From an optimization exercise on the open Yosys and OpenROAD flow, aimed at small area, a short achievable clock period and few clock cycles per item; shortcuts taken in it are not production practice. In this exercise RTL edits were held to simulation tests only and were not proved equivalent to the original. Power figures rest on the tool's default switching activity, not on a simulated workload.

$ cat flow/run.sh
#!/bin/bash
# synth_recipe.tcl (not shown) runs the flow's synth.tcl, then flattens the netlist and writes it again
# the make line also repeats each setting of config.mk as NAME=value (left out here)
make -C /OpenROAD-flow-scripts/flow DESIGN_CONFIG=/design/flow/config.mk WORK_HOME=/design/flow/orfs CLKGATE_MAP_FILE= SYNTH_SCRIPT=/design/flow/synth_recipe.tcl finish
$ cat flow/config.mk
export PLATFORM = sky130hd
export DESIGN_NAME = gcd_main
export DESIGN_NICKNAME = gcd_main
export VERILOG_FILES = /design/flow/design.v
export SDC_FILE = /design/flow/constraint.sdc
export NUM_CORES = 4
export LEC_CHECK = 0
export CAP_MARGIN = 20
export CORE_MARGIN = 2
export CORE_UTILIZATION = 40
export SLEW_MARGIN = 20
$ cat flow/constraint.sdc
create_clock -name core_clock -period 5.5 [get_ports {CLK}]
set_input_delay 1.1000 -clock core_clock [delete_from_list [all_inputs] [get_ports {CLK}]]
set_output_delay 1.1000 -clock core_clock [all_outputs]
set_load 0.01 [all_outputs]
$ cat flow/design.v
module gcd_control(
	input CLK,
	input reset,
	input go_i,
	input x_gt_y,
	input x_lt_y,
	output reg ld_x,
	output reg ld_y,
	output reg ld_obeb,
	output reg sel_x,
	output reg sel_y,
	output reg sel_sub,
	output ready
);
reg [1:0] state;
reg [1:0] next_state;
localparam 	IDLE 	= 2'b00,
				WHILE = 2'b01,
				XGTY	= 2'b10,
				XLTY	= 2'b11;
assign ready = (state == IDLE);
always@(posedge CLK)
	begin
	if(reset)
		state <= IDLE;
	else
		state <= next_state;
	end
always@(*)
	begin
	case(state)
		IDLE:	
				begin
				if(go_i)
					next_state = WHILE;
				else
					next_state = IDLE;				
				end
		WHILE:
				begin
				if(x_gt_y)
					next_state = XGTY;
				else if(x_lt_y)
					next_state = XLTY;
				else
					next_state = IDLE;
				end
		XGTY:
				begin
				next_state = WHILE;
				end
		XLTY:
				begin
				next_state = WHILE;
				end
	endcase
	end
always@(*)
	begin
	ld_x 		= 1'b0;
	ld_y 		= 1'b0;
	ld_obeb 	= 1'b0;
	sel_x 	= 1'b0;
	sel_y 	= 1'b0;
	sel_sub 	= 1'b0;
	case(state)
		IDLE:	
				begin
				ld_x 		= 1'b1;
				ld_y 		= 1'b1;
				end
		WHILE:
				begin
				ld_obeb 	= 1'b1;
				end
		XGTY:
				begin
				sel_x 	= 1'b1;
				ld_x 		= 1'b1;
				end
		XLTY:
				begin
				sel_sub 	= 1'b1;
				sel_y 	= 1'b1;
				ld_y		= 1'b1;				
				end
	endcase
	end
endmodule
module gcd_datapath(
	input CLK,
	input [31:0] xi,
	input [31:0] yi,
	input sel_x,
	input sel_y,
	input sel_sub,
	input ld_x,
	input ld_y,
	input ld_obeb,
	input reset,
	output x_gt_y,
	output x_lt_y,
	output [31:0] gcd_res	
);
reg [31:0] x; 
reg [31:0] y;
reg [31:0] obeb;
wire [31:0] w_x;
wire [31:0] w_y;
wire [31:0] w_obeb;
wire [31:0] w_subR;
wire [31:0] w_subA;
wire [31:0] w_subB;
always@(posedge CLK)
	begin
	if(reset)
		begin
		x 		<= 32'd0;
		y 		<= 32'd0;
		obeb 	<= 32'd0;
		end
	else
		begin
		if(ld_x)
			x 		<= w_x;
		if(ld_y)
			y 		<= w_y;
		if(ld_obeb)
			obeb 	<= w_obeb;
		end
	end
assign w_x 			= sel_x ? w_subR : xi;
assign w_y 			= sel_y ? w_subR : yi;
assign w_subA 		= sel_sub ? y : x;
assign w_subB 		= sel_sub ? x : y;
assign w_obeb 		= x;
assign gcd_res 	= obeb;
assign w_subR		= w_subA - w_subB;
assign x_lt_y		= (x < y);
assign x_gt_y		= (x > y);
endmodule
module gcd_main(
	input CLK,
	input go_i,
	input reset,
	input [31:0] xi,
	input [31:0] yi,
	output [31:0] obebo,
	output ready
);
wire x_gt_y;
wire x_lt_y;
wire ld_x;
wire ld_y;
wire ld_obeb;
wire sel_x;
wire sel_y;
wire sel_sub;
gcd_control cont0(
	.CLK(CLK),
	.reset(reset),
	.go_i(go_i),
	.x_gt_y(x_gt_y), 
	.x_lt_y(x_lt_y),
	.ld_x(ld_x),
	.ld_y(ld_y),
	.ld_obeb(ld_obeb),
	.sel_x(sel_x),
	.sel_y(sel_y),
	.sel_sub(sel_sub),
	.ready(ready)
);
gcd_datapath datapath0(
	.CLK(CLK),
	.xi(xi),
	.yi(yi),
	.sel_x(sel_x),
	.sel_y(sel_y),
	.sel_sub(sel_sub),
	.ld_x(ld_x),
	.ld_y(ld_y),
	.ld_obeb(ld_obeb),
	.reset(reset),
	.x_gt_y(x_gt_y),
	.x_lt_y(x_lt_y),
	.gcd_res(obebo)	
);
endmodule
==> results of run 1 <==
==> sequential cells by signal (all words and copies together), names as in the netlist <==
signal,count
datapath0.y,32
datapath0.x,32
datapath0.obeb,32
cont0.state,2
==> power groups by stage <==
stage	logic, mW	clock network [mW]	registers, mW
finish	0.867	0.688	0.819
global route	0.953	0.728	0.826
CTS	0.863	0.702	0.817
detailed placement	0.856	0	0.833
global placement	0.859	0	0.833
floorplan	0.630	0	0.822
==> worst max-delay path, cell delays in order (launching register included) <==
cell and delay [ns]:
dfxtp_1 0.45, ha_1 0.63, and2_1 0.56, a31oi_1 0.16, ha_1 0.21, nor3_1 0.38
o221ai_1 0.30, o311ai_1 0.42, nand4_1 0.14, o21ai_1 0.38, mux2_1 0.38, or3_1 0.37
nand3_1 0.07
==> area by class of cell <==
type	count	area (um^2)	area share, %
clock buffer	9	225	2.66
sequential	98	1960	23.1
tap	229	287	3.38
clock inverter	7	93.8	1.11
inverter	52	195	2.30
timing repair buffer	107	1050	12.3
multi-input combinational	667	4670	55.1
==> metrics by stage <==
| stage | setup slack [ns] | cells |
|---|---|---|
| 6_report | 1.00 | 1169 |
| 2_1_floorplan | 2.08 | 880 |
| 5_1_grt | 0.532 | 1169 |
| 4_1_cts | 1.10 | 1169 |
| 3_5_place_dp | 1.15 | 1153 |
| 3_3_place_gp | 1.27 | 1153 |
==> kinds of logic (layout without fill, tap and decap cells) <==
| kind of cell | Yosys count | in the layout | synth area share [%] |
|---|---|---|---|
| AO/OA/AOI/OAI | 284 | 284 | 27.5 |
| XOR/XNOR | 20 | 20 | 2.44 |
| adder cells (fa/ha/maj) | 40 | 40 | 6.96 |
| buffers and inverters | 115 | 175 | 8.07 |
| flip-flops | 98 | 98 | 27.3 |
| multiplexers | 49 | 49 | 6.87 |
| AND/OR/NAND/NOR | 274 | 274 | 20.9 |
==> routing by layer <==
metal	global-route usage (%)	up-vias	wire (um)
li1	-	3361	-
met4	7.73	0	462
met2	34.2	191	9380
met3	3.22	32	1030
met5	0	-	0
met1	30.3	3185	10200
==> cell usage in the layout (no fill, tap or decap), types with 5 or more instances in the layout <==
cell / instances
clkbuf_16: 9
a31oi_1: 18
clkdlybuf4s50_1: 98
xnor2_1: 13
o21ai_1: 7
and4b_2: 5
o31ai_1: 12
nor2b_1: 12
xor2_1: 7
nor4b_1: 10
inv_1: 51
or3_1: 8
nand2_1: 58
nor3_1: 11
o22ai_1: 9
mux2i_1: 46
nor2_1: 82
buf_4: 8
o21ai_0: 35
ha_1: 37
a21o_1: 24
or4b_1: 10
a211oi_1: 33
dfxtp_1: 98
nand3_1: 27
a221oi_1: 14
nand2b_1: 5
and3_1: 8
a21oi_1: 73
==> final timing paths <==
path	slack, ns	cells after the start	to	from
setup / recovery	1.00	12	datapath0.y[30]	cont0.state[0]
hold / removal	0.49	2	datapath0.obeb[17]	datapath0.obeb[17]
hold reg to reg	0.49	2	datapath0.obeb[17]	datapath0.obeb[17]
setup reg to reg	1.00	12	datapath0.y[30]	cont0.state[0]
==> results.cfg, run 1 <==
[run_status]
status = timing/DRC/antenna clean

[layout]
finish.utilization_pct = 47.7
nets = 1042
drive_gt1_share_pct = 7.34
nFillCells = 1773
final_cell_area_mm2 = 0.00848
n_antenna_cell = 0
area_growth_pct = 17.9

[detailed_routing]
wl_per_cell_um = 18.0
drt-total-wl_mm = 21.0
drt_iter0_markers = 442
vias = 6769
dr.pass1.iters = 5
drc = 0
vias_per_cell = 5.79
ant_nets = 0

[timing]
period_minus_slack_ns = 4.50
setup_viol = 0
rsz0062_at_grt = no
whs_ns = 0.493
max_freq_mhz = 222
fin_worst_skew_ns = 0.00852
hold_viol_final = 0
maxSlewViolCount = 0
min_period_over_period_pct = 81.8
setup_tns_ns = 0
tightest_slew_ns = 1.04
slew_headroom_pct = 30.9

[pwr]
p_per_area_mw_per_mm2 = 280
pwr-share-comb_pct = 36.5
p_leak_nw = 3.30
p_clk_share_pct = 29.0
power.total_mw = 2.37
vdd_drop_max_v = 0.000162
p_int_mw = 1.53
p_seq_share_pct = 34.5
power_switching_mw = 0.840
switching_share_pct = 35.4

[grt]
grt_max_degree = 80
grt_antenna_before_repair = 0
grtUsageTotal_pct = 21.7
first_global_vias = 6351
grt_pass1_wl_mm = 33.8
grt-ovfl-total = 0

[clock_tree]
clk_latency_ns = 0.36
cts_sinks = 98
root_buffer = clkbuf_16
clkTransAtPathRegs_ns = 0.07
cts_buffers = 9
cts_hold_buf = 0
clockBufferDepth = 2
cts_tree = yes
htree_num_levels = 3
postCtsSetupRepairBufs = 0
cts_resized = 0

[die]
ioPinCount = 100
die_width_um = 138
die_y_um = 138
fp-row-count = 49
die_area_mm2 = 0.0191
start_util_pct = 40.5
coreArea_mm2 = 0.0178

[logic_synthesis]
netlist_instances = 880
synth_edf_count = 0
synthFlopType = dfxtp_1
syn_nets = 987
yosys.area.top_type = dfxtp_1
synthTopCellsByArea = dfxtp_1 (27%), ha_1 (7.0%), mux2i_1 (6.4%)
yosys_register_bits = 98
ys_top_cells_by_count = dfxtp_1 (98), nor2_1 (83), a21oi_1 (73)
synth_warnings = 2
synth.distinct_cells = 85
async_reset_ff_share_pct = 0
synth_most_common_cell = dfxtp_1
yosysSeqAreaShare_pct = 27.3
synth_area_per_cell_um2 = 8.17
netlist.area_leader.share_pct = 27.3
syn_area_mm2 = 0.00719

[worst_setup_path]
startpoint_type = flop
crit_required_ns = 5.80
crit_arrival_ns = 4.80
crit_path_end_kind = flop
crit_fanout = 18
path_class = flop to flop

[hold_path]
min_path_type = flop to flop

[placed_design]
io_buffers = 99
dp_hpwl_mm = 14.7
gp_congestion = 0.907
place_area_mm2 = 0.00815

[run]
maxCapViolCount = 0
Testbench counts, summed over its fixed seeds: cycles 477,094, items 1,600.
==> run 2, diff against run 1 <==
==> flow/design.v (replaced) <==
module gcd_main(
	input CLK,
	input go_i,
	input reset,
	input [31:0] xi,
	input [31:0] yi,
	output [31:0] obebo,
	output ready
);
reg [31:0] a;
reg [31:0] b;
wire        eq  = (a == b);
wire [31:0] o   = a | b;
wire [31:0] t   = o & (~o + 32'd1);
wire        ea  = ~|(a & t);
wire        eb  = ~|(b & t);
wire [32:0] dab = {1'b0, a} - {1'b0, b};
wire        gt  = ~dab[32];
wire [31:0] dba = b - a;
assign ready = eq;
assign obebo = a;
always @(posedge CLK) begin
	if (reset) begin
		a <= 32'd0;
		b <= 32'd0;
	end else if (eq) begin
		if (go_i) begin
			a <= xi;
			b <= yi;
		end
	end else if (eb)
		b <= {1'b0, b[31:1]};
	else if (ea)
		a <= {1'b0, a[31:1]};
	else if (gt)
		a <= dab[31:1];
	else
		b <= dba[31:1];
end
endmodule
==> results.cfg, run 2 <==
[run_status]
status = timing/DRC/antenna clean

[timing]
max_freq_mhz = 214
tightest_slew_ns = 1.04
period_minus_slack_ns = 4.67
maxSlewViolCount = 0
setup_tns_ns = 0
setup_viol = 0
whs_ns = 0.550
rsz0062_at_grt = no
hold_viol_final = 0
min_period_over_period_pct = 84.9
slew_headroom_pct = 30.3
fin_worst_skew_ns = 0.00765

[clock_tree]
cts_resized = 0
cts_hold_buf = 0
clk_latency_ns = 0.36
htree_num_levels = 3
cts_tree = yes
clkTransAtPathRegs_ns = 0.07
clockBufferDepth = 2
postCtsSetupRepairBufs = 0
cts_buffers = 9
root_buffer = clkbuf_16
cts_sinks = 64

[logic_synthesis]
netlist.area_leader.share_pct = 15.5
syn_nets = 1329
yosys.area_share.simple_pct = 23.4
synth_top_family_by_area = compound AO/OA/AOI/OAI gates
yosysSeqAreaShare_pct = 15.5
synthFlopType = dfxtp_1
synth_edf_count = 0
muxShareOfSynthArea_pct = 0.258
synth_most_common_cell = nand2_1
async_reset_ff_share_pct = 0
synth-compound-area-share_pct = 31.3
synth_fa_ha_area_share_pct = 14.9
netlist_instances = 1165
synth_warnings = 1
synth_xor_area_share_pct = 5.95
synth_area_per_cell_um2 = 7.07
synth.distinct_cells = 75
synthTopCellsByArea = dfxtp_1 (16%), ha_1 (14%), nand2_1 (6.7%)
yosys_register_bits = 64
yosys.area.top_type = dfxtp_1
ys_top_cells_by_count = nand2_1 (148), inv_1 (100), ha_1 (95)
syn_area_mm2 = 0.00824

[worst_setup_path]
crit_fanout = 12
r2r_start = a[10]
critPathMaxStageDelay_ns = 0.54
path_class = flop to primary output
startpoint_type = flop
crit_arrival_ns = 3.57
crit_path_cell_trace = inv_1 -> ha_1 -> nor4_2 -> nand2_1 -> nor2_1 -> nand4_1 -> or3_4 -> inv_2 -> clkdlybuf4s50_1
crit_required_ns = 4.40
crit_path_end_kind = primary output
crit_start = a[10]
crit_slowest_cell = dfxtp_1

[layout]
area_growth_pct = 17.2
reg_top3 = a x32, b x32
final_common_cell = nand2_1
n_antenna_cell = 0
nFillCells = 2137
layout_common_cells = nand2_1 (148), inv_1 (100), clkdlybuf4s50_1 (99), ha_1 (95), nor2_1 (77)
finish.utilization_pct = 47.7
nets = 1384
drive_gt1_share_pct = 4.49

[grt]
grt-ovfl-total = 0
grtUsageTotal_pct = 29.1
first_global_vias = 8801
grt_pass1_wl_mm = 49.5
grt_max_degree = 70
grt_antenna_before_repair = 0

[die]
die_y_um = 148
die_width_um = 148
die_area_mm2 = 0.0218
ioPinCount = 100
fp-row-count = 52
start_util_pct = 40.7
coreArea_mm2 = 0.0202

[pwr]
vdd_drop_max_v = 0.000282
p_leak_nw = 3.43
p_per_area_mw_per_mm2 = 797

[hold_path]
min_path_type = flop to flop
hp-start = b[16]

[placed_design]
dp_hpwl_mm = 24.8
gp_congestion = 1.00
io_buffers = 99

[run]
maxCapViolCount = 0

[detailed_routing]
drc = 0
dr.pass1.iters = 6
vias_per_cell = 6.03
vias = 9010
drt-total-wl_mm = 31.7
drt_iter0_markers = 690
wl_per_cell_um = 21.2
ant_nets = 0
## run 2: cell count changes after synthesis, moves of 38 or more
cell and change:
o211ai_1 +46, a31oi_1 +38, mux2i_1 -45, inv_1 +49, ha_1 +55, xnor2_1 +43, nand2_1 +90
## run 2: worst paths after layout
check | endpoint | slack, ns | cells past startpoint
worst max-delay path | ready | 0.83 | 9
worst min-delay path | b[16] | 0.55 | 2
worst max register to register | a[30] | 1.32 | 13
worst min register to register | b[16] | 0.55 | 2
## run 2: final cells by class
| class | instances | area [um^2] | share of cell area (%) |
|---|---|---|---|
| Clock inverter | 5 | 80.1 | 0.829 |
| Clock buffer | 11 | 243 | 2.51 |
| Multi-Input combinational cell | 929 | 6240 | 64.6 |
| Timing Repair Buffer | 112 | 1090 | 11.3 |
| Tap cell | 270 | 338 | 3.50 |
| Sequential cell | 64 | 1280 | 13.3 |
| Inverter | 104 | 390 | 4.04 |
## run 2: logic make-up (layout without fill, tap and decap cells)
logic type | Yosys count | after routing
compound gates | 382 | 382
xor+xnor | 56 | 56
fa+ha+maj | 97 | 97
buf+inv | 172 | 232
flops | 64 | 64
mux | 2 | 2
simple gates | 392 | 392
## run 2: metrics by stage
stage                     cells  instance area [um^2]  setup WS, ns  total power, mW
after global routing       1495                  9660         0.692             8.32
after floorplan            1165                  8240          1.80             5.26
final                      1495                  9660         0.829             7.70
after CTS                  1495                  9660         0.887             7.62
after detailed placement   1479                  9340          1.29             6.91
after global placement     1479                  9340          1.31             6.96
## run 2: per-layer routing
layer  vias up  GRT usage (%)  share of wire [%]
met5         -              0                  0
met4         0           10.4                3.2
met2       328           48.2                 46
li1       4351              -                  -
met1      4266           38.2                 45
met3        65           4.69                6.0
## run 2: report_power, final
group          internal (mW)  total [mW]  switching (mW)  leakage [nW]
Sequential             0.634       0.846           0.212         0.528
Clock                  0.409       0.662           0.253         0.152
Combinational           2.32        6.19            3.87          2.75
## run 2: critical path: cells and delay by family, from the launching register on
| kind | cells | cell delay [ns] |
|---|---|---|
| flops | 1 | 0.54 |
| simple gates | 5 | 1.46 |
| fa+ha+maj | 1 | 0.44 |
| buf+inv | 3 | 0.75 |
Testbench counts of run 2, summed over its fixed seeds: cycles 47,971, items 1,600.
==> run 3, diff against run 2 <==
==> flow/design.v (replaced) <==
module gcd_main(
	input CLK,
	input go_i,
	input reset,
	input [31:0] xi,
	input [31:0] yi,
	output [31:0] obebo,
	output ready
);
reg [31:0] a;
reg [31:0] b;
reg [4:0]  k;
reg        rdy;
reg        fin;
wire [30:0] ua = a[31:1];
wire [30:0] nb = ~b[31:1];
wire [30:0] hg = ua ^ nb;
wire [30:0] gg = ua & nb;
reg [30:0] gp;
reg [30:0] pp;
integer l, i, j;
always @(*) begin
	gp = gg;
	pp = hg;
	for (l = 0; l < 5; l = l + 1)
		for (i = 30; i >= 0; i = i - 1)
			if (((i >> l) & 1) == 1) begin
				j = ((i >> l) << l) - 1;
				gp[i] = gp[i] | (pp[i] & gp[j]);
				pp[i] = pp[i] & pp[j];
			end
end
wire [30:0] c0 = {gp[29:0], 1'b0};
wire [30:0] c1 = {gp[29:0] | pp[29:0], 1'b1};
wire [30:0] s1 = hg ^ c1;
wire [30:0] s0 = hg ^ c0;
wire        ge = gp[30] | pp[30];           
wire        eq = pp[30] & (a[0] == b[0]);   
wire a_ev = ~a[0];
wire b_ev = ~b[0];
wire dsh2 = (a[1] == b[1]);                 
assign ready = rdy;
assign obebo = a;
always @(posedge CLK) begin
	if (reset) begin
		a   <= 32'd0;
		rdy <= 1'b1;
		fin <= 1'b0;
	end else if (rdy) begin
		if (go_i) begin
			a   <= xi;
			b   <= yi;
			k   <= 5'd0;
			rdy <= 1'b0;
		end
	end else if (fin) begin
		a <= {a[30:0], 1'b0};
		k <= k - 5'd1;
		if (k == 5'd1) begin
			rdy <= 1'b1;
			fin <= 1'b0;
		end
	end else begin
		if (eq) begin
			if (k == 5'd0)
				rdy <= 1'b1;
			else
				fin <= 1'b1;
		end
		if (a_ev & b_ev) begin
			if (!eq) begin
				a <= {1'b0, a[31:1]};
				b <= {1'b0, b[31:1]};
				k <= k + 5'd1;
			end
		end else if (b_ev) begin
			if (b[1])
				b <= {1'b0, b[31:1]};
			else
				b <= {2'b0, b[31:2]};
		end else if (a_ev) begin
			if (a[1])
				a <= {1'b0, a[31:1]};
			else
				a <= {2'b0, a[31:2]};
		end else if (ge) begin
			if (!eq) begin
				if (dsh2)
					a <= {2'b0, s1[30:1]};
				else
					a <= {1'b0, s1};
			end
		end else begin
			if (dsh2)
				b <= {2'b0, ~s0[30:1]};
			else
				b <= {1'b0, ~s0};
		end
	end
end
endmodule
--- a/flow/config.mk
+++ b/flow/config.mk
@@ -6,4 +6,5 @@
 export NUM_CORES = 4
 export LEC_CHECK = 0
+export ABC_CLOCK_PERIOD_IN_PS = 2500
 export CAP_MARGIN = 20
 export CORE_MARGIN = 2
==> results.cfg, run 3 <==
[run_status]
status = timing/DRC/antenna clean

[logic_synthesis]
yosys_register_bits = 71
synth_area_per_cell_um2 = 7.54
synth_fa_ha_area_share_pct = 6.92
synthFlopType = edfxtp_1
synth.distinct_cells = 80
yosysSeqAreaShare_pct = 21.6
synth_warnings = 1
muxShareOfSynthArea_pct = 5.25
yosys.area.top_type = edfxtp_1
syn_area_mm2 = 0.00831
synthTopCellsByArea = edfxtp_1 (13%), dfxtp_1 (8.2%), a21oi_1 (6.4%)
ys_top_cells_by_count = a21oi_1 (107), nor2_1 (102), o21ai_0 (89)
syn_nets = 1212
synth_edf_count = 37
netlist.area_leader.share_pct = 13.4
synth_most_common_cell = a21oi_1
synth-compound-area-share_pct = 37.1
netlist_instances = 1102
async_reset_ff_share_pct = 0
synth_top_family_by_area = compound AO/OA/AOI/OAI gates
synth_xor_area_share_pct = 4.11
yosys.area_share.simple_pct = 17.1

[pwr]
p_per_area_mw_per_mm2 = 280
power.total_mw = 2.72
p_leak_nw = 3.63
vdd_drop_max_v = 0.000138

[timing]
tightest_slew_ns = 0.917
hold_viol_final = 0
setup_tns_ns = 0
fin_worst_skew_ns = 0.0124
maxSlewViolCount = 0
max_freq_mhz = 244
worst_slack_ns = 1.39
setup_viol = 0
slew_headroom_pct = 38.2
period_minus_slack_ns = 4.11
rsz0062_at_grt = no
min_period_over_period_pct = 74.6

[layout]
final_cell_area_mm2 = 0.00971
multiInputGateArea_mm2 = 0.00587
nets = 1248
nFillCells = 2109
n_antenna_cell = 0
layout_common_cells = a21oi_1 (107), nor2_1 (102), clkdlybuf4s50_1 (99), o21ai_0 (89), nand2_1 (85)
reg_top3 = a x32, b x32, k x5
final_common_cell = a21oi_1
area_growth_pct = 16.7
drive_gt1_share_pct = 7.70
seq_area_mm2 = 0.00180

[clock_tree]
cts_hold_buf = 0
clkTransAtPathRegs_ns = 0.07
root_buffer = clkbuf_16
htree_num_levels = 3
clockBufferDepth = 2
clk_latency_ns = 0.36
cts_buffers = 9
cts_resized = 0
postCtsSetupRepairBufs = 0
cts_tree = yes
cts_sinks = 71

[grt]
grt_use_met3_pct = 4.05
grt_max_degree = 73
grt-busiest-layer = met1
grtUsageMet1_pct = 42.9
grt_antenna_before_repair = 0
first_global_vias = 7995
met2_usage_pct = 39.4
grtUsageTotal_pct = 27.4
grt-ovfl-total = 0
grt_pass1_wl_mm = 47.6

[worst_setup_path]
crit_path_end_kind = flop
critPathTopFamily = compound AO/OA/AOI/OAI gates
reg2reg_to = a[9]
crit_arrival_ns = 4.35
critPathMaxStageDelay_ns = 0.66
path_class = flop to flop
reg2reg_slack_ns = 1.39
crit_slowest_cell = o21ai_2
worstRegToRegCells = 10
crit_path_cell_trace = ha_1 -> a21oi_1 -> o2111ai_1 -> a31o_2 -> o31a_1 -> o21a_1 -> o31a_1 -> o21ai_2 -> a221oi_1 -> a221oi_1
path_buf_inv = 0
r2r_start = a[18]
crit_required_ns = 5.74
crit_fanout = 17
startpoint_type = flop

[placed_design]
place_area_mm2 = 0.00937
gp_congestion = 0.986
io_buffers = 99
dp_hpwl_mm = 22.0
pre_cts_ws_ns = 1.54

[hold_path]
min_path_type = flop to flop
hold_depth = 2
min_to = rdy
hp-start = k[4]

[run]
maxCapViolCount = 0

[detailed_routing]
ant_nets = 0
dr.pass1.iters = 5
vias = 8796
wl_per_cell_um = 21.4
drt-total-wl_mm = 30.3
vias_per_cell = 6.23
drt_iter0_markers = 965
drc = 0

[die]
fp-row-count = 52
ioPinCount = 100
die_y_um = 148
die_area_mm2 = 0.0220
coreArea_mm2 = 0.0203
start_util_pct = 41.0
die_width_um = 148
[run 3: layout make-up]
type | count | area share, %
multi-input combinational | 876 | 60.5
sequential | 71 | 18.5
tap | 270 | 3.48
timing repair buffer | 117 | 11.6
inverter | 63 | 2.44
clock inverter | 5 | 0.632
clock buffer | 11 | 2.84
[run 3: kinds of logic (layout without fill, tap and decap cells)]
logic type / count (synthesis) / in the layout
AO/OA/AOI/OAI: 446 / 446
AND/OR/NAND/NOR: 305 / 305
buffers and inverters: 155 / 196
flip-flops: 71 / 71
adder cells (fa/ha/maj): 43 / 43
multiplexers: 43 / 43
XOR/XNOR: 39 / 39
[run 3: power by group]
part / internal [mW] / switching (mW) / total [mW]
Clock: 0.408 / 0.261 / 0.670
Sequential: 0.618 / 0.101 / 0.719
Combinational: 0.520 / 0.808 / 1.33
Total: 1.55 / 1.17 / 2.72
[run 3: worst max-delay path by stage]
stage | cells after the start | end | from
floorplan | 14 | b[10] | b[1]
global placement | 10 | a[24] | a[18]
finish | 10 | a[9] | a[18]
global route | 12 | a[17] | b[14]
detailed placement | 12 | a[9] | b[1]
CTS | 12 | a[9] | b[1]
[run 3: metrics by stage]
stage,hold slack (ns),util (%),cells
2_1_floorplan,0.545,-,1102
3_3_place_gp,0.593,46.2,1397
3_5_place_dp,0.601,46.2,1397
4_1_cts,0.619,47.8,1413
5_1_grt,0.650,47.8,1413
6_report,0.612,47.8,1413
[run 3: routing by layer]
metal / part of all wire [%] / wire [um] / vias to the layer above
met5: 0 / 0 / -
met4: 1.2 / 375 / 0
met3: 7.8 / 2360 / 25
met2: 41 / 12500 / 385
met1: 50 / 15100 / 4164
li1: - / - / 4222
[run 3: worst register-to-register path: stages, from the launching register on]
cell and delay [ns]:
dfxtp_1 0.56, ha_1 0.47, a21oi_1 0.40, o2111ai_1 0.19, a31o_2 0.31, o31a_1 0.29, o21a_1 0.34, o31a_1 0.32
o21ai_2 0.66, a221oi_1 0.12, a221oi_1 0.34
Testbench counts of run 3, summed over its fixed seeds: cycles 36,205, items 1,600.
==> run 4, diff against run 3 <==
--- a/flow/config.mk
+++ b/flow/config.mk
@@ -6,7 +6,8 @@
 export NUM_CORES = 4
 export LEC_CHECK = 0
-export ABC_CLOCK_PERIOD_IN_PS = 2500
 export CAP_MARGIN = 20
 export CORE_MARGIN = 2
 export CORE_UTILIZATION = 40
+export SETUP_SLACK_MARGIN = 3.0
 export SLEW_MARGIN = 20
+export TNS_END_PERCENT = 100
==> results.cfg, run 4 <==
[run_status]
status = timing/DRC/antenna clean

[logic_synthesis]
synth_xor_area_share_pct = 4.11
yosys.area_share.simple_pct = 17.1
yosysSeqAreaShare_pct = 21.6
synth_most_common_cell = a21oi_1
syn_area_mm2 = 0.00831
synth_top_family_by_area = compound AO/OA/AOI/OAI gates
synth_edf_count = 37
ys_top_cells_by_count = a21oi_1 (107), nor2_1 (102), o21ai_0 (89)
synth_area_per_cell_um2 = 7.54
syn_nets = 1212
synth_warnings = 1
yosys.area.top_type = edfxtp_1
async_reset_ff_share_pct = 0
muxShareOfSynthArea_pct = 5.25
yosys_register_bits = 71
synthTopCellsByArea = edfxtp_1 (13%), dfxtp_1 (8.2%), a21oi_1 (6.4%)
synth.distinct_cells = 80
synth-compound-area-share_pct = 37.1
netlist_instances = 1102
synth_fa_ha_area_share_pct = 6.92
netlist.area_leader.share_pct = 13.4
synthFlopType = edfxtp_1

[grt]
grt_max_degree = 71
grt_antenna_before_repair = 0
first_global_vias = 9556
grtUsageTotal_pct = 32.2
grt-ovfl-total = 0
grt_pass1_wl_mm = 55.0

[timing]
maxSlewViolCount = 0
hold_viol_final = 0
rsz0062_at_grt = yes
min_period_over_period_pct = 61.0
setup_tns_ns = 0
whs_ns = 0.583
period_minus_slack_ns = 3.35
setup_viol = 0
tightest_slew_ns = 1.11
slew_headroom_pct = 25.3
max_freq_mhz = 298
fin_worst_skew_ns = 0.0101

[die]
coreArea_mm2 = 0.0203
die_area_mm2 = 0.0220
start_util_pct = 41.0
die_y_um = 148
ioPinCount = 100
fp-row-count = 52
die_width_um = 148

[clock_tree]
clk_latency_ns = 0.36
clkTransAtPathRegs_ns = 0.06
cts_hold_buf = 0
htree_num_levels = 3
root_buffer = clkbuf_16
cts_tree = yes
cts_sinks = 71
cts_buffers = 9
clockBufferDepth = 2

[pwr]
p_per_area_mw_per_mm2 = 255
vdd_drop_max_v = 0.000181
power.total_mw = 3.22
p_leak_nw = 4.77

[worst_setup_path]
path_buf_inv = 7
crit_slowest_cell = edfxtp_1
path_class = flop to flop
critPathTopFamily = compound AO/OA/AOI/OAI gates
crit_path_end_kind = flop
crit_arrival_ns = 3.42
r2r_start = b[1]
crit_start = b[1]
critPathMaxStageDelay_ns = 0.41
reg2reg_slack_ns = 2.15
crit_fanout = 7
startpoint_type = flop
worstRegToRegCells = 17
crit_end = b[16]
crit_path_cell_trace = inv_4 -> ha_4 -> fa_2 -> a211oi_4 -> buf_4 -> o21ai_4 -> nand3_4 -> a31oi_2 -> o21a_2 -> buf_4 -> buf_6 -> nor2_4 -> inv_2 -> a21oi_4 -> o31a_4 -> buf_4 -> buf_12
cp_common_cell = buf_4
crit_required_ns = 5.57
crit_cells = 17
reg2reg_to = b[16]

[placed_design]
dp.cells = 1399
gp_congestion = 0.914
dp_hpwl_mm = 21.3
io_buffers = 99

[layout]
nets = 1407
finish.utilization_pct = 62.2
layout_common_cells = buf_4 (126), a21oi_1 (94), clkdlybuf4s50_1 (88), nor2_1 (84), nand2_1 (82)
final_common_cell = buf_4
final_cells = 1571
n_antenna_cell = 0
drive_gt1_share_pct = 32.7
reg_top3 = a x32, b x32, k x5
area_growth_pct = 51.9

[detailed_routing]
met3_length_mm = 3.44
wl_per_cell_um = 23.3
drc = 0
vias = 10200
drt_iter0_markers = 1065
maxUsedRoutingLayer = met4
drt-total-wl_mm = 36.6
dr.pass1.iters = 6
drt-met1-wl_mm = 14.9
vias_per_cell = 6.47
wl_met2_mm = 16.8
ant_nets = 0

[run]
maxCapViolCount = 0

[hold_path]
hp-start = a[13]
min_path_type = flop to flop
[run 4: per-layer routing]
metal	global-route usage, %	vias up
met2	51.5	617
met4	14.7	0
met1	42.2	4865
met3	6.17	110
met5	0	-
li1	-	4571
[run 4: final cells by class]
class | instances | area [um^2]
fillers | 1720 | 7670
multi-input cells | 882 | 7270
repair buffers | 270 | 2670
flip-flops and latches | 71 | 1850
well taps | 270 | 338
clock buffers | 14 | 254
inverters | 63 | 239
clock inverters | 1 | 6.26
[run 4: repair_timing]
| action | 4_1_cts | 5_1_grt |
|---|---|---|
| gates cloned | 11 | 1 |
| setup endpoints to repair | 131 | 113 |
| buffers inserted | 109 | 36 |
| resized for setup | 233 | 71 |
| pin swaps | 98 | 36 |
[run 4: how the worst min path moves through the flow]
| stage | to | cells past startpoint |
|---|---|---|
| after detailed placement | a[26] | 2 |
| final | a[13] | 2 |
| after floorplan | a[31] | 2 |
| after global placement | a[26] | 2 |
| after CTS | a[7] | 2 |
| after global routing | a[7] | 2 |
[run 4: worst min-delay path, delay by kind of cell (launching register included)]
family	cells	cell delay, ns
flip-flops	1	0.38
AND/OR/NAND/NOR	1	0.12
AO/OA/AOI/OAI	1	0.05
[run 4: power by group]
part	switching [mW]	internal [mW]
clock network	0.257	0.317
logic	1.05	0.878
registers	0.0902	0.623
[run 4: cells by family (layout without fill, tap and decap cells)]
| logic type | count (synthesis) | after routing |
|---|---|---|
| simple gates | 305 | 305 |
| mux | 43 | 43 |
| flops | 71 | 71 |
| fa+ha+maj | 43 | 43 |
| compound gates | 446 | 452 |
| buf+inv | 155 | 348 |
| xor+xnor | 39 | 39 |
[run 4: metrics by stage]
| step | instance area, um^2 | worst slack [ns] |
|---|---|---|
| 2_1_floorplan | 8540 | 2.22 |
| 3_3_place_gp | 9570 | 1.50 |
| 3_5_place_dp | 9580 | 1.41 |
| 4_1_cts | 12000 | 2.19 |
| 5_1_grt | 12600 | 2.09 |
| 6_report | 12600 | 2.15 |
==> run 5, diff against run 4 <==
--- a/flow/config.mk
+++ b/flow/config.mk
@@ -9,5 +9,5 @@
 export CORE_MARGIN = 2
 export CORE_UTILIZATION = 40
-export SETUP_SLACK_MARGIN = 3.0
+export SETUP_SLACK_MARGIN = 2.5
 export SLEW_MARGIN = 20
 export TNS_END_PERCENT = 100
==> results.cfg, run 5 <==
[run_status]
status = timing/DRC/antenna clean

[layout]
final_common_cell = buf_4
nets = 1391
n_antenna_cell = 0
area_growth_pct = 52.9
drive_gt1_share_pct = 33.5
reg_top3 = a x32, b x32, k x5
layout_common_cells = buf_4 (107), clkdlybuf4s50_1 (99), a21oi_1 (83), nor2_1 (82), nand2_1 (82)

[grt]
grt_max_degree = 55
grt_pass1_wl_mm = 53.0
grt_antenna_before_repair = 0
first_global_vias = 9260
grt-ovfl-total = 0
grtUsageTotal_pct = 30.8

[timing]
period_minus_slack_ns = 3.36
maxSlewViolCount = 0
max_freq_mhz = 298
setup_tns_ns = 0
min_period_over_period_pct = 61.1
setup_viol = 0
fin_worst_skew_ns = 0.0121
rsz0062_at_grt = yes
tightest_slew_ns = 0.955
slew_headroom_pct = 35.8
hold_viol_final = 0
worst_slack_ns = 2.14

[logic_synthesis]
ys_top_cells_by_count = a21oi_1 (107), nor2_1 (102), o21ai_0 (89)
yosys_register_bits = 71
synth_area_per_cell_um2 = 7.54
synth_fa_ha_area_share_pct = 6.92
synthTopCellsByArea = edfxtp_1 (13%), dfxtp_1 (8.2%), a21oi_1 (6.4%)
synth-compound-area-share_pct = 37.1
async_reset_ff_share_pct = 0
synth_edf_count = 37
synth_xor_area_share_pct = 4.11
synth.distinct_cells = 80
muxShareOfSynthArea_pct = 5.25
synth_warnings = 1
yosys.area.top_type = edfxtp_1
yosysSeqAreaShare_pct = 21.6
synth_top_family_by_area = compound AO/OA/AOI/OAI gates
synthFlopType = edfxtp_1
yosys.area_share.simple_pct = 17.1
synth_most_common_cell = a21oi_1
syn_area_mm2 = 0.00831
syn_nets = 1212
netlist.area_leader.share_pct = 13.4
netlist_instances = 1102

[clock_tree]
htree_num_levels = 3
cts_buffers = 9
cts_hold_buf = 0
cts_sinks = 71
clockBufferDepth = 2
cts_tree = yes
root_buffer = clkbuf_16
clkTransAtPathRegs_ns = 0.07
clk_latency_ns = 0.37

[hold_path]
hp-start = a[4]
min_to = a[4]
min_path_type = flop to flop
hold_depth = 2

[detailed_routing]
drc = 0
vias = 9966
wl_per_cell_um = 22.9
drt-total-wl_mm = 35.6
drt_iter0_markers = 1182
vias_per_cell = 6.40
dr.pass1.iters = 6
ant_nets = 0

[die]
ioPinCount = 100
die_area_mm2 = 0.0220
die_width_um = 148
start_util_pct = 41.0
coreArea_mm2 = 0.0203
die_y_um = 148
fp-row-count = 52

[worst_setup_path]
reg2reg_to = a[15]
worstRegToRegCells = 15
crit_path_cell_trace = inv_1 -> ha_2 -> o21a_1 -> a211o_4 -> buf_6 -> buf_6 -> a22oi_2 -> buf_6 -> buf_4 -> buf_4 -> nor2_1 -> a31o_2 -> a211oi_2 -> o221ai_1 -> a311oi_2
crit_cells = 15
crit_arrival_ns = 3.62
crit_slowest_cell = edfxtp_1
critPathTopFamily = compound AO/OA/AOI/OAI gates
reg2reg_slack_ns = 2.14
r2r_start = b[11]
path_class = flop to flop
startpoint_type = flop
crit_fanout = 7
cp_common_cell = buf_6
critPathMaxStageDelay_ns = 0.40
crit_path_end_kind = flop
crit_required_ns = 5.76
path_buf_inv = 6

[placed_design]
dp_hpwl_mm = 21.3
io_buffers = 99
gp_congestion = 0.945
pre_cts_ws_ns = 1.60

[pwr]
power.total_mw = 3.37
p_leak_nw = 4.68
vdd_drop_max_v = 0.000165
p_per_area_mw_per_mm2 = 265

[run]
maxCapViolCount = 0
[run 5: cell counts after synthesis]
Identical to the previous run, type by type.
[run 5: worst max path at each step]
| stage | from | to | slack [ns] |
|---|---|---|---|
| 2_1_floorplan | b[1] | b[29] | 2.22 |
| 3_3_place_gp | a[18] | b[0] | 1.60 |
| 3_5_place_dp | b[14] | a[17] | 1.60 |
| 4_1_cts | b[1] | a[22] | 2.17 |
| 5_1_grt | b[1] | a[22] | 2.08 |
| 6_report | b[11] | a[15] | 2.14 |
[run 5: report_power, final]
part | leakage, nW | internal, mW | switching, mW
combinational | 3.88 | 0.876 | 1.05
clock | 0.164 | 0.427 | 0.287
sequential | 0.640 | 0.621 | 0.107
[run 5: cell type report]
| type | instances | area, um^2 |
|---|---|---|
| fill | 1726 | 7590 |
| multi-input combinational | 878 | 7380 |
| timing repair buffer | 258 | 2590 |
| sequential | 71 | 1820 |
| tap | 270 | 338 |
| clock buffer | 10 | 250 |
| inverter | 63 | 239 |
| clock inverter | 6 | 90.1 |
[run 5: what timing repair did]
item | CTS | global route
setup buffers | 88 | 44
gates resized for setup | 191 | 129
cloned | 6 | 3
pin swaps | 87 | 82
endpoints found under the setup margin | 97 | 99
[run 5: per-stage QoR]
step	utilization (%)	hold WS (ns)	instance area, um^2	cells
floorplan	-	0.546	8490	1102
global placement	46.9	0.582	9530	1399
detailed placement	47.0	0.583	9530	1399
CTS	57.5	0.562	11700	1509
global route	62.6	0.601	12700	1556
finish	62.6	0.592	12700	1556
[run 5: cell families (layout without fill, tap and decap cells)]
logic type,count (synthesis),after routing
AOI/OAI and AO/OA,446,448
and+or+nand+nor,305,305
buffers and inverters,155,337
DFF,71,71
adders and majority gates,43,43
muxes,43,43
xor gates and xnor gates,39,39
[run 5: worst register-to-register path, cell delays in order, from the launching register on]
cell      delay (ns)
edfxtp_1        0.40
inv_1           0.08
ha_2            0.34
o21a_1          0.23
a211o_4         0.35
buf_6           0.13
buf_6           0.12
a22oi_2         0.28
buf_6           0.16
buf_4           0.11
buf_4           0.10
nor2_1          0.03
a31o_2          0.24
a211oi_2        0.22
o221ai_1        0.19
a311oi_2        0.28
[run 5: layer usage]
metal	up-vias	part of all wire, %	track usage (%)
met1	4787	41	40.8
li1	4536	-	-
met3	80	8.4	5.15
met4	0	3.4	12.4
met2	563	47	50.0
met5	-	0	0
==> run 6, diff against run 5 <==
--- a/flow/config.mk
+++ b/flow/config.mk
@@ -9,5 +9,3 @@
 export CORE_MARGIN = 2
 export CORE_UTILIZATION = 40
-export SETUP_SLACK_MARGIN = 2.5
 export SLEW_MARGIN = 20
-export TNS_END_PERCENT = 100
==> results.cfg, run 6 <==
[clock_tree]
cts_buffers = 9
clk_latency_ns = 0.36
cts_tree = yes
postCtsSetupRepairBufs = 0
clkTransAtPathRegs_ns = 0.07
cts_hold_buf = 0
htree_num_levels = 3
cts_sinks = 71
cts_resized = 0
root_buffer = clkbuf_16
clockBufferDepth = 2

[die]
coreArea_mm2 = 0.0203
die_width_um = 148
start_util_pct = 41.0
ioPinCount = 100
die_area_mm2 = 0.0220
fp-row-count = 52
die_y_um = 148

[detailed_routing]
drt_iter0_markers = 965
vias_per_cell = 6.23
wl_per_cell_um = 21.4
drt-total-wl_mm = 30.3
drc = 0
dr.pass1.iters = 5
vias = 8796
ant_nets = 0

[worst_setup_path]
critPathMaxStageDelay_ns = 0.66
crit_path_end_kind = flop
crit_fanout = 17
crit_slowest_cell = o21ai_2
path_class = flop to flop
crit_arrival_ns = 4.35
crit_path_cell_trace = ha_1 -> a21oi_1 -> o2111ai_1 -> a31o_2 -> o31a_1 -> o21a_1 -> o31a_1 -> o21ai_2 -> a221oi_1 -> a221oi_1
crit_required_ns = 5.74
startpoint_type = flop

[layout]
area_growth_pct = 16.7
nFillCells = 2109
drive_gt1_share_pct = 7.70
layout_common_cells = a21oi_1 (107), nor2_1 (102), clkdlybuf4s50_1 (99), o21ai_0 (89), nand2_1 (85)
nets = 1248
final_cell_area_mm2 = 0.00971
finish.utilization_pct = 47.8
final_cells = 1413
final_common_cell = a21oi_1
n_antenna_cell = 0
reg_top3 = a x32, b x32, k x5

[timing]
period_minus_slack_ns = 4.11
whs_ns = 0.612
max_freq_mhz = 244
worst_slack_ns = 1.39
hold_viol_final = 0
setup_tns_ns = 0
tightest_slew_ns = 0.917
min_period_over_period_pct = 74.6
slew_headroom_pct = 38.2
rsz0062_at_grt = no
maxSlewViolCount = 0
fin_worst_skew_ns = 0.0124
setup_viol = 0

[grt]
first_global_vias = 7995
grt_use_met3_pct = 4.05
grt_pass1_wl_mm = 47.6
grt_max_degree = 73
grt_antenna_before_repair = 0
grtUsageTotal_pct = 27.4
grt-busiest-layer = met1
met2_usage_pct = 39.4
grt-ovfl-total = 0
grtUsageMet1_pct = 42.9

[logic_synthesis]
syn_nets = 1212
yosysSeqAreaShare_pct = 21.6
yosys.area.top_type = edfxtp_1
synth_fa_ha_area_share_pct = 6.92
synth_top_family_by_area = compound AO/OA/AOI/OAI gates
netlist.area_leader.share_pct = 13.4
async_reset_ff_share_pct = 0
synth_most_common_cell = a21oi_1
synth_warnings = 1
yosys_register_bits = 71
ys_top_cells_by_count = a21oi_1 (107), nor2_1 (102), o21ai_0 (89)
synth-compound-area-share_pct = 37.1
synth_edf_count = 37
synth_xor_area_share_pct = 4.11
synth_area_per_cell_um2 = 7.54
synthFlopType = edfxtp_1
synthTopCellsByArea = edfxtp_1 (13%), dfxtp_1 (8.2%), a21oi_1 (6.4%)
netlist_instances = 1102
muxShareOfSynthArea_pct = 5.25
syn_area_mm2 = 0.00831
yosys.area_share.simple_pct = 17.1
synth.distinct_cells = 80

[placed_design]
pre_cts_ws_ns = 1.54
dp.cells = 1397
dp_hpwl_mm = 22.0
gp_congestion = 0.986
place_area_mm2 = 0.00937
io_buffers = 99

[run]
maxCapViolCount = 0

[pwr]
p_per_area_mw_per_mm2 = 280
power.total_mw = 2.72
p_leak_nw = 3.63
vdd_drop_max_v = 0.000138

[run_status]
status = timing/DRC/antenna clean

[hold_path]
min_path_type = flop to flop
==> run 6: final timing paths <==
check	start	endpoint	slack [ns]	cells after the start
setup / recovery	a[18]	a[9]	1.39	10
hold / removal	k[4]	rdy	0.61	2
setup reg to reg	a[18]	a[9]	1.39	10
hold reg to reg	k[4]	rdy	0.61	2
==> run 6: layer usage <==
metal / vias up / routed length, um / share of wire, %
li1: 4222 / - / -
met5: - / 0 / 0
met1: 4164 / 15100 / 50
met4: 0 / 375 / 1.2
met2: 385 / 12500 / 41
met3: 25 / 2360 / 7.8
==> run 6: area by class of cell <==
type	instances	area, um^2	share of cell area [%]
clock buffers	11	275	2.84
clock inverters	5	61.3	0.632
inverters	63	236	2.44
multi-input cells	876	5870	60.5
flip-flops and latches	71	1800	18.5
well taps	270	338	3.48
repair buffers	117	1130	11.6
==> run 6: cells by family (layout without fill, tap and decap cells) <==
| kind of cell | count (synthesis) | after routing |
|---|---|---|
| buf+inv | 155 | 196 |
| compound gates | 446 | 446 |
| mux | 43 | 43 |
| flops | 71 | 71 |
| simple gates | 305 | 305 |
| xor+xnor | 39 | 39 |
| fa+ha+maj | 43 | 43 |
==> run 6: worst max-delay path, delay by kind of cell, from the launching register on <==
| kind | cells | cell delay [ns] |
|---|---|---|
| flip-flops | 1 | 0.56 |
| AO/OA/AOI/OAI | 9 | 2.96 |
| adder cells (fa/ha/maj) | 1 | 0.47 |
==> run 6: where the power goes <==
part	switching, mW	internal (mW)	leakage [nW]
registers	0.101	0.618	0.633
logic	0.808	0.520	2.84
clock network	0.261	0.408	0.166
==> run 7, diff against run 6 <==
==> flow/design.v (replaced) <==
module gcd_main(
	input CLK,
	input go_i,
	input reset,
	input [31:0] xi,
	input [31:0] yi,
	output [31:0] obebo,
	output ready
);
reg [31:0] a;
reg [31:0] b;
reg [4:0]  k;
reg        rdy;
reg        fin;
wire [30:0] ua = a[31:1];
wire [30:0] nb = ~b[31:1];
wire [30:0] hg = ua ^ nb;
wire [30:0] gg = ua & nb;
reg [30:0] gp;
reg [30:0] pp;
integer l, i, j;
always @(*) begin
	gp = gg;
	pp = hg;
	for (l = 0; l < 5; l = l + 1)
		for (i = 30; i >= 0; i = i - 1)
			if (((i >> l) & 1) == 1) begin
				j = ((i >> l) << l) - 1;
				gp[i] = gp[i] | (pp[i] & gp[j]);
				pp[i] = pp[i] & pp[j];
			end
end
wire [30:0] c0 = {gp[29:0], 1'b0};
wire [30:0] c1 = {gp[29:0] | pp[29:0], 1'b1};
wire [30:0] s1 = hg ^ c1;
wire [30:0] s0 = hg ^ c0;
wire        ge = gp[30] | pp[30];           
wire        eq = pp[30] & (a[0] == b[0]);   
wire a_ev = ~a[0];
wire b_ev = ~b[0];
wire dsh2 = (a[1] == b[1]);                 
wire busy = ~rdy & ~fin;
wire odd2 = busy & a[0] & b[0];             
wire strip = busy & a_ev & b_ev & ~eq;      
wire load = rdy & go_i;
wire a_ld  = ~reset & load;
wire a_shl = ~reset & fin;
wire a_r1  = ~reset & (strip | busy & a_ev & ~b_ev & a[1]);
wire a_r2  = ~reset & busy & a_ev & ~b_ev & ~a[1];
wire a_sub = ~reset & odd2 & ge & ~eq;
wire a_d1  = a_sub & ~dsh2;
wire a_d2  = a_sub & dsh2;
wire a_hd  = ~reset & ~a_ld & ~a_shl & ~a_r1 & ~a_r2 & ~a_sub;
wire b_ld  = load;
wire b_r1  = strip | busy & b_ev & ~a_ev & b[1];
wire b_r2  = busy & b_ev & ~a_ev & ~b[1];
wire b_sub = odd2 & ~ge;
wire b_d1  = b_sub & ~dsh2;
wire b_d2  = b_sub & dsh2;
wire b_hd  = ~b_ld & ~b_r1 & ~b_r2 & ~b_sub;
wire [31:0] a_nx = ({32{a_ld}}  & xi)
                 | ({32{a_hd}}  & a)
                 | ({32{a_shl}} & {a[30:0], 1'b0})
                 | ({32{a_r1}}  & {1'b0, a[31:1]})
                 | ({32{a_r2}}  & {2'b0, a[31:2]})
                 | ({32{a_d1}}  & {1'b0, s1})
                 | ({32{a_d2}}  & {2'b0, s1[30:1]});
wire [31:0] b_nx = ({32{b_ld}}  & yi)
                 | ({32{b_hd}}  & b)
                 | ({32{b_r1}}  & {1'b0, b[31:1]})
                 | ({32{b_r2}}  & {2'b0, b[31:2]})
                 | ({32{b_d1}}  & {1'b0, ~s0})
                 | ({32{b_d2}}  & {2'b0, ~s0[30:1]});
assign ready = rdy;
assign obebo = a;
always @(posedge CLK) begin
	a <= a_nx;
	b <= b_nx;
	if (load)
		k <= 5'd0;
	else if (strip)
		k <= k + 5'd1;
	else if (fin)
		k <= k - 5'd1;
	if (reset) begin
		rdy <= 1'b1;
		fin <= 1'b0;
	end else if (load) begin
		rdy <= 1'b0;
	end else if (fin) begin
		if (k == 5'd1) begin
			rdy <= 1'b1;
			fin <= 1'b0;
		end
	end else if (busy & eq) begin
		if (k == 5'd0)
			rdy <= 1'b1;
		else
			fin <= 1'b1;
	end
end
endmodule
--- a/flow/config.mk
+++ b/flow/config.mk
@@ -6,4 +6,5 @@
 export NUM_CORES = 4
 export LEC_CHECK = 0
+export ABC_AREA = 1
 export CAP_MARGIN = 20
 export CORE_MARGIN = 2
==> results.cfg, run 7 <==
[run_status]
status = timing/DRC/antenna clean

[detailed_routing]
vias_per_cell = 5.27
vias = 8247
dr.pass1.iters = 5
ant_nets = 0
drc = 0
drt-total-wl_mm = 25.0
wl_per_cell_um = 16.0
drt_iter0_markers = 578

[layout]
final_common_cell = nand2_1
layout_common_cells = nand2_1 (372), nor2_1 (197), inv_1 (154), nand3_1 (107), clkdlybuf4s50_1 (99)
nets = 1440
drive_gt1_share_pct = 4.94
final_cells = 1566
area_growth_pct = 20.7
finish.utilization_pct = 49.0
nFillCells = 1917
final_cell_area_mm2 = 0.00877
n_antenna_cell = 0
reg_top3 = a x32, b x32, k x5

[placed_design]
gp_congestion = 0.890
pre_cts_ws_ns = 2.03
dp_hpwl_mm = 18.8
dp.cells = 1550
place_area_mm2 = 0.00839
io_buffers = 99

[logic_synthesis]
synth_warnings = 1
yosys.area_share.simple_pct = 45.6
synth.distinct_cells = 43
synth_fa_ha_area_share_pct = 7.57
synth_area_per_cell_um2 = 5.80
syn_nets = 1362
async_reset_ff_share_pct = 0
synthFlopType = dfxtp_1
synth_most_common_cell = nand2_1
yosysSeqAreaShare_pct = 19.6
synth-compound-area-share_pct = 12.8
netlist_instances = 1254
yosys.area.top_type = dfxtp_1
muxShareOfSynthArea_pct = 0
yosys_register_bits = 71
ys_top_cells_by_count = nand2_1 (372), nor2_1 (198), inv_1 (154)
netlist.area_leader.share_pct = 19.6
synth_edf_count = 0
syn_area_mm2 = 0.00727
synthTopCellsByArea = dfxtp_1 (20%), nand2_1 (19%), nor2_1 (10%)
synth_top_family_by_area = simple AND/OR/NAND/NOR gates
synth_xor_area_share_pct = 2.53

[worst_setup_path]
crit_arrival_ns = 3.85
worstRegToRegCells = 14
r2r_start = b[1]
reg2reg_to = a[15]
crit_fanout = 22
crit_path_end_kind = flop
crit_required_ns = 5.79
crit_start = b[1]
path_class = flop to flop
startpoint_type = flop
reg2reg_slack_ns = 1.94

[timing]
fin_worst_skew_ns = 0.00926
hold_viol_final = 0
tightest_slew_ns = 0.869
maxSlewViolCount = 0
rsz0062_at_grt = no
whs_ns = 0.497
setup_viol = 0
max_freq_mhz = 281
min_period_over_period_pct = 64.8
setup_tns_ns = 0
worst_slack_ns = 1.94
period_minus_slack_ns = 3.56
slew_headroom_pct = 41.9

[hold_path]
hold_depth = 1
min_to = k[3]
min_path_type = flop to flop
hp-start = k[3]

[grt]
grt_pass1_wl_mm = 39.6
first_global_vias = 7561
grt_antenna_before_repair = 0
grtUsageTotal_pct = 25.6
grt-ovfl-total = 0
grt_max_degree = 36

[pwr]
p_per_area_mw_per_mm2 = 329
p_int_mw = 1.60
vdd_drop_max_v = 0.000181
p_leak_nw = 4.39
p_clk_share_pct = 26.7
switching_share_pct = 44.4
p_seq_share_pct = 24.8
power_switching_mw = 1.28
power.total_mw = 2.88
pwr-share-comb_pct = 48.6

[clock_tree]
postCtsSetupRepairBufs = 0
cts_resized = 0
cts_buffers = 9
clockBufferDepth = 2
cts_hold_buf = 0
cts_tree = yes
root_buffer = clkbuf_16
clkTransAtPathRegs_ns = 0.06
clk_latency_ns = 0.35
htree_num_levels = 3
cts_sinks = 71

[die]
fp-row-count = 49
die_y_um = 139
die_width_um = 139
die_area_mm2 = 0.0193
ioPinCount = 100
start_util_pct = 40.6
coreArea_mm2 = 0.0179

[run]
maxCapViolCount = 0
run 7: changes by cell type after synthesis, moves of 37 or more:
| cell | before | now |
|---|---|---|
| nor2_1 | 102 | 198 |
| nand2_1 | 85 | 372 |
| mux2i_1 | 38 | 0 |
| nand3_1 | 17 | 107 |
| o21ai_0 | 89 | 30 |
| inv_1 | 62 | 154 |
| dfxtp_1 | 34 | 71 |
| clkbuf_1 | 62 | 20 |
| edfxtp_1 | 37 | 0 |
run 7: cell type report:
class,count,area (um^2),area share (%)
repair buffers,110,1090,12.5
well taps,229,287,3.27
clock buffers,11,253,2.88
inverters,160,601,6.85
flip-flops and latches,71,1420,16.2
clock inverters,5,128,1.45
multi-input cells,980,4990,56.9
run 7: how the worst max path moves through the flow:
stage	to	slack (ns)	cells after the start
3_3_place_gp	a[25]	2.11	8
5_1_grt	a[29]	1.61	14
2_1_floorplan	a[17]	2.77	18
4_1_cts	a[29]	1.98	14
6_report	a[15]	1.94	14
3_5_place_dp	a[29]	2.03	14
run 7: logic make-up (layout without fill, tap and decap cells):
family	after synthesis	count (layout)
compound gates	155	155
xor+xnor	21	21
fa+ha+maj	41	41
buf+inv	203	286
flops	71	71
simple gates	763	763
run 7: power by group through the flow:
stage / clock [mW] / sequential [mW] / combinational (mW)
detailed placement: 0 / 0.724 / 1.39
floorplan: 0 / 0.694 / 1.01
global route: 0.795 / 0.728 / 1.57
CTS: 0.775 / 0.714 / 1.40
finish: 0.769 / 0.714 / 1.40
global placement: 0 / 0.726 / 1.38
run 7: per-layer routing:
metal / up-vias / routed length (um) / global-route usage [%]
met1: 3722 / 10700 / 32.1
met2: 277 / 11900 / 44.2
li1: 4197 / - / -
met4: 0 / 882 / 9.04
met3: 51 / 1470 / 4.80
met5: - / 0 / 0
run 7: critical path, stage by stage (launching register included):
cell and delay [ns]:
dfxtp_1 0.37, inv_1 0.09, ha_1 0.60, nand2_2 0.15, nor2_4 0.20, nand2_2 0.17, nor2_8 0.28, inv_1 0.12
nand3_2 0.12, nand2_2 0.10, nand2_4 0.23, nand3_1 0.64, nor2_1 0.29, nor2_1 0.07, nand2_1 0.06
Testbench counts of run 7, summed over its fixed seeds: cycles 36,205, items 1,600.
==> run 8, diff against run 7 <==
--- a/flow/config.mk
+++ b/flow/config.mk
@@ -6,5 +6,4 @@
 export NUM_CORES = 4
 export LEC_CHECK = 0
-export ABC_AREA = 1
 export CAP_MARGIN = 20
 export CORE_MARGIN = 2
==> results.cfg, run 8 <==
[run_status]
status = timing/DRC/antenna clean

[detailed_routing]
drt_iter0_markers = 895
ant_nets = 0
vias_per_cell = 6.33
drt-total-wl_mm = 22.9
dr.pass1.iters = 9
vias = 6911
wl_per_cell_um = 21.0
drc = 0

[logic_synthesis]
synth.distinct_cells = 61
synth_most_common_cell = nand2_1
synthTopCellsByArea = dfxtp_1 (23%), a222oi_1 (9.9%), nand2_1 (7.2%)
synth_warnings = 1
ys_top_cells_by_count = nand2_1 (121), dfxtp_1 (71), a222oi_1 (62)
yosys_register_bits = 71
syn_area_mm2 = 0.00630
synth_edf_count = 0
syn_nets = 928
netlist_instances = 820
netlist.area_leader.share_pct = 22.6
synth_area_per_cell_um2 = 7.68
synthFlopType = dfxtp_1
async_reset_ff_share_pct = 0
yosysSeqAreaShare_pct = 22.6
yosys.area.top_type = dfxtp_1

[layout]
layout_common_cells = nand2_1 (121), clkdlybuf4s50_1 (99), dfxtp_1 (71), a222oi_1 (62), a21oi_1 (53)
final_cell_area_mm2 = 0.00768
reg_top3 = a x32, b x32, k x5
area_growth_pct = 21.9
final_common_cell = nand2_1
nets = 984
n_antenna_cell = 0
drive_gt1_share_pct = 5.11
nFillCells = 1520
final_cells = 1092

[placed_design]
dp_hpwl_mm = 16.4
dp.cells = 1076
pre_cts_ws_ns = 1.64
gp_congestion = 0.917
io_buffers = 99
place_area_mm2 = 0.00738

[worst_setup_path]
reg2reg_slack_ns = 1.58
crit_fanout = 32
crit_arrival_ns = 4.19
crit_path_end_kind = flop
path_class = flop to flop
startpoint_type = flop
crit_required_ns = 5.77

[pwr]
vdd_drop_max_v = 0.000171
p_int_mw = 1.59
pwr-share-comb_pct = 53.4
p_per_area_mw_per_mm2 = 375
power_switching_mw = 1.29
p_clk_share_pct = 20.7
p_seq_share_pct = 25.9
switching_share_pct = 44.9
power.total_mw = 2.88
p_leak_nw = 2.97

[grt]
grt-ovfl-total = 0
grtUsageTotal_pct = 27.5
grtUsageMet1_pct = 38.9
grt_antenna_before_repair = 0
grt_use_met3_pct = 2.97
grt-busiest-layer = met2
grt_max_degree = 56
met2_usage_pct = 43.2
first_global_vias = 6479
grt_pass1_wl_mm = 36.1

[clock_tree]
cts_tree = yes
clockBufferDepth = 2
cts_resized = 0
clk_latency_ns = 0.35
root_buffer = clkbuf_16
postCtsSetupRepairBufs = 0
htree_num_levels = 3
cts_sinks = 71
clkTransAtPathRegs_ns = 0.06
cts_hold_buf = 0
cts_buffers = 9

[timing]
rsz0062_at_grt = no
setup_viol = 0
hold_viol_final = 0
worst_slack_ns = 1.58
tightest_slew_ns = 1.16
max_freq_mhz = 255
maxSlewViolCount = 0
slew_headroom_pct = 22.7
min_period_over_period_pct = 71.3
fin_worst_skew_ns = 0.00798
setup_tns_ns = 0
period_minus_slack_ns = 3.92

[die]
start_util_pct = 41.1
die_y_um = 129
fp-row-count = 45
ioPinCount = 100
die_area_mm2 = 0.0168
coreArea_mm2 = 0.0153
die_width_um = 129

[hold_path]
min_path_type = flop to flop

[run]
maxCapViolCount = 0
[run 8: kinds of logic (layout without fill, tap and decap cells)]
kind of cell    Yosys count  after routing  synth area share, %
fa+ha+maj                41             41                 8.74
compound gates          294            294                 35.4
simple gates            234            234                 16.7
xor+xnor                 54             54                 7.51
mux                      11             11                 1.85
buf+inv                 115            176                 7.31
flops                    71             71                 22.6
[run 8: power by group through the flow]
stage                     registers, mW  clock network (mW)  logic (mW)
after CTS                         0.742               0.600        1.52
after global routing              0.762               0.620        1.69
final                             0.746               0.597        1.54
after detailed placement          0.752                   0        1.51
after floorplan                   0.711                   0        1.13
after global placement            0.751                   0        1.50
[run 8: final cells by class]
cell class | instances | area (um^2) | area share [%]
Tap cell | 211 | 264 | 3.44
Clock buffer | 13 | 280 | 3.65
Clock inverter | 3 | 15.0 | 0.196
Inverter | 51 | 191 | 2.49
Sequential cell | 71 | 1420 | 18.5
Timing Repair Buffer | 109 | 1070 | 13.9
Multi-Input combinational cell | 634 | 4440 | 57.8
[run 8: worst paths after layout]
check,startpoint,to,depth (start not counted)
max,b[18],a[29],11
min,b[10],b[10],2
max reg2reg,b[18],a[29],11
min reg2reg,b[10],b[10],2
[run 8: through the flow]
stage / utilization [%] / hold WS, ns
6_report: 50.1 / 0.524
5_1_grt: 50.1 / 0.546
4_1_cts: 50.1 / 0.520
3_5_place_dp: 48.2 / 0.514
3_3_place_gp: 48.2 / 0.501
2_1_floorplan: - / 0.476
[run 8: worst max-delay path, stage by stage (launching register included)]
cell      delay, ns
dfxtp_1        0.38
inv_1          0.06
ha_1           0.40
a211o_1        0.31
a21o_1         0.19
a221o_1        0.40
a221o_1        0.41
o21ai_2        0.80
and3_1         0.28
buf_4          0.36
a22oi_1        0.15
o211ai_1       0.11
[run 8: routing by layer]
layer,wire [um],up-vias
li1,-,3265
met1,10800,3318
met2,10200,289
met3,1360,39
met4,571,0
met5,0,-

-- what the ideal ports hide --
How much do the figures lean on ideal ports? The routed layouts below were timed once more, with nothing changed but the port constraints.
Step 1 (the two cells are an assumption about what drives the block):
set clk [get_ports {CLK}]
set_driving_cell -lib_cell sky130_fd_sc_hd__clkbuf_16 $clk
set_driving_cell -lib_cell sky130_fd_sc_hd__buf_2 [delete_from_list [all_inputs] $clk]
Step 2 also shifts input and output timing later by t, the mid clock arrival at the registers, as if the neighbouring blocks saw the same clock.
a / b / c = ideal / step 1 / step 2; a / b = the first two.
run | t (ns) | setup WS [ns] | clock arrival spread, ns | slew at the worst register clock pin (ns) | worst data-port slew with drivers (ns)
run 1 | 0.397 | 1.000 / 1.000 / 1.000 | 0.009 / 0.009 | 0.07 / 0.07 | 0.05
run 2 | 0.403 | 0.829 / 0.783 / 1.186 | 0.007 / 0.007 | 0.07 / 0.07 | 0.06
run 3 | 0.399 | 1.395 / 1.395 / 1.395 | 0.012 / 0.012 | 0.07 / 0.07 | 0.04
run 4 | 0.400 | 2.147 / 2.147 / 2.147 | 0.010 / 0.010 | 0.07 / 0.07 | 0.06
run 5 | 0.408 | 2.142 / 2.142 / 2.142 | 0.012 / 0.012 | 0.07 / 0.07 | 0.04
run 6 | 0.399 | 1.395 / 1.395 / 1.395 | 0.012 / 0.012 | 0.07 / 0.07 | 0.04
run 7 | 0.394 | 1.936 / 1.936 / 1.936 | 0.010 / 0.009 | 0.07 / 0.07 | 0.04
run 8 | 0.391 | 1.580 / 1.580 / 1.580 | 0.008 / 0.008 | 0.06 / 0.06 | 0.05
After both steps every run listed still meets setup and hold.
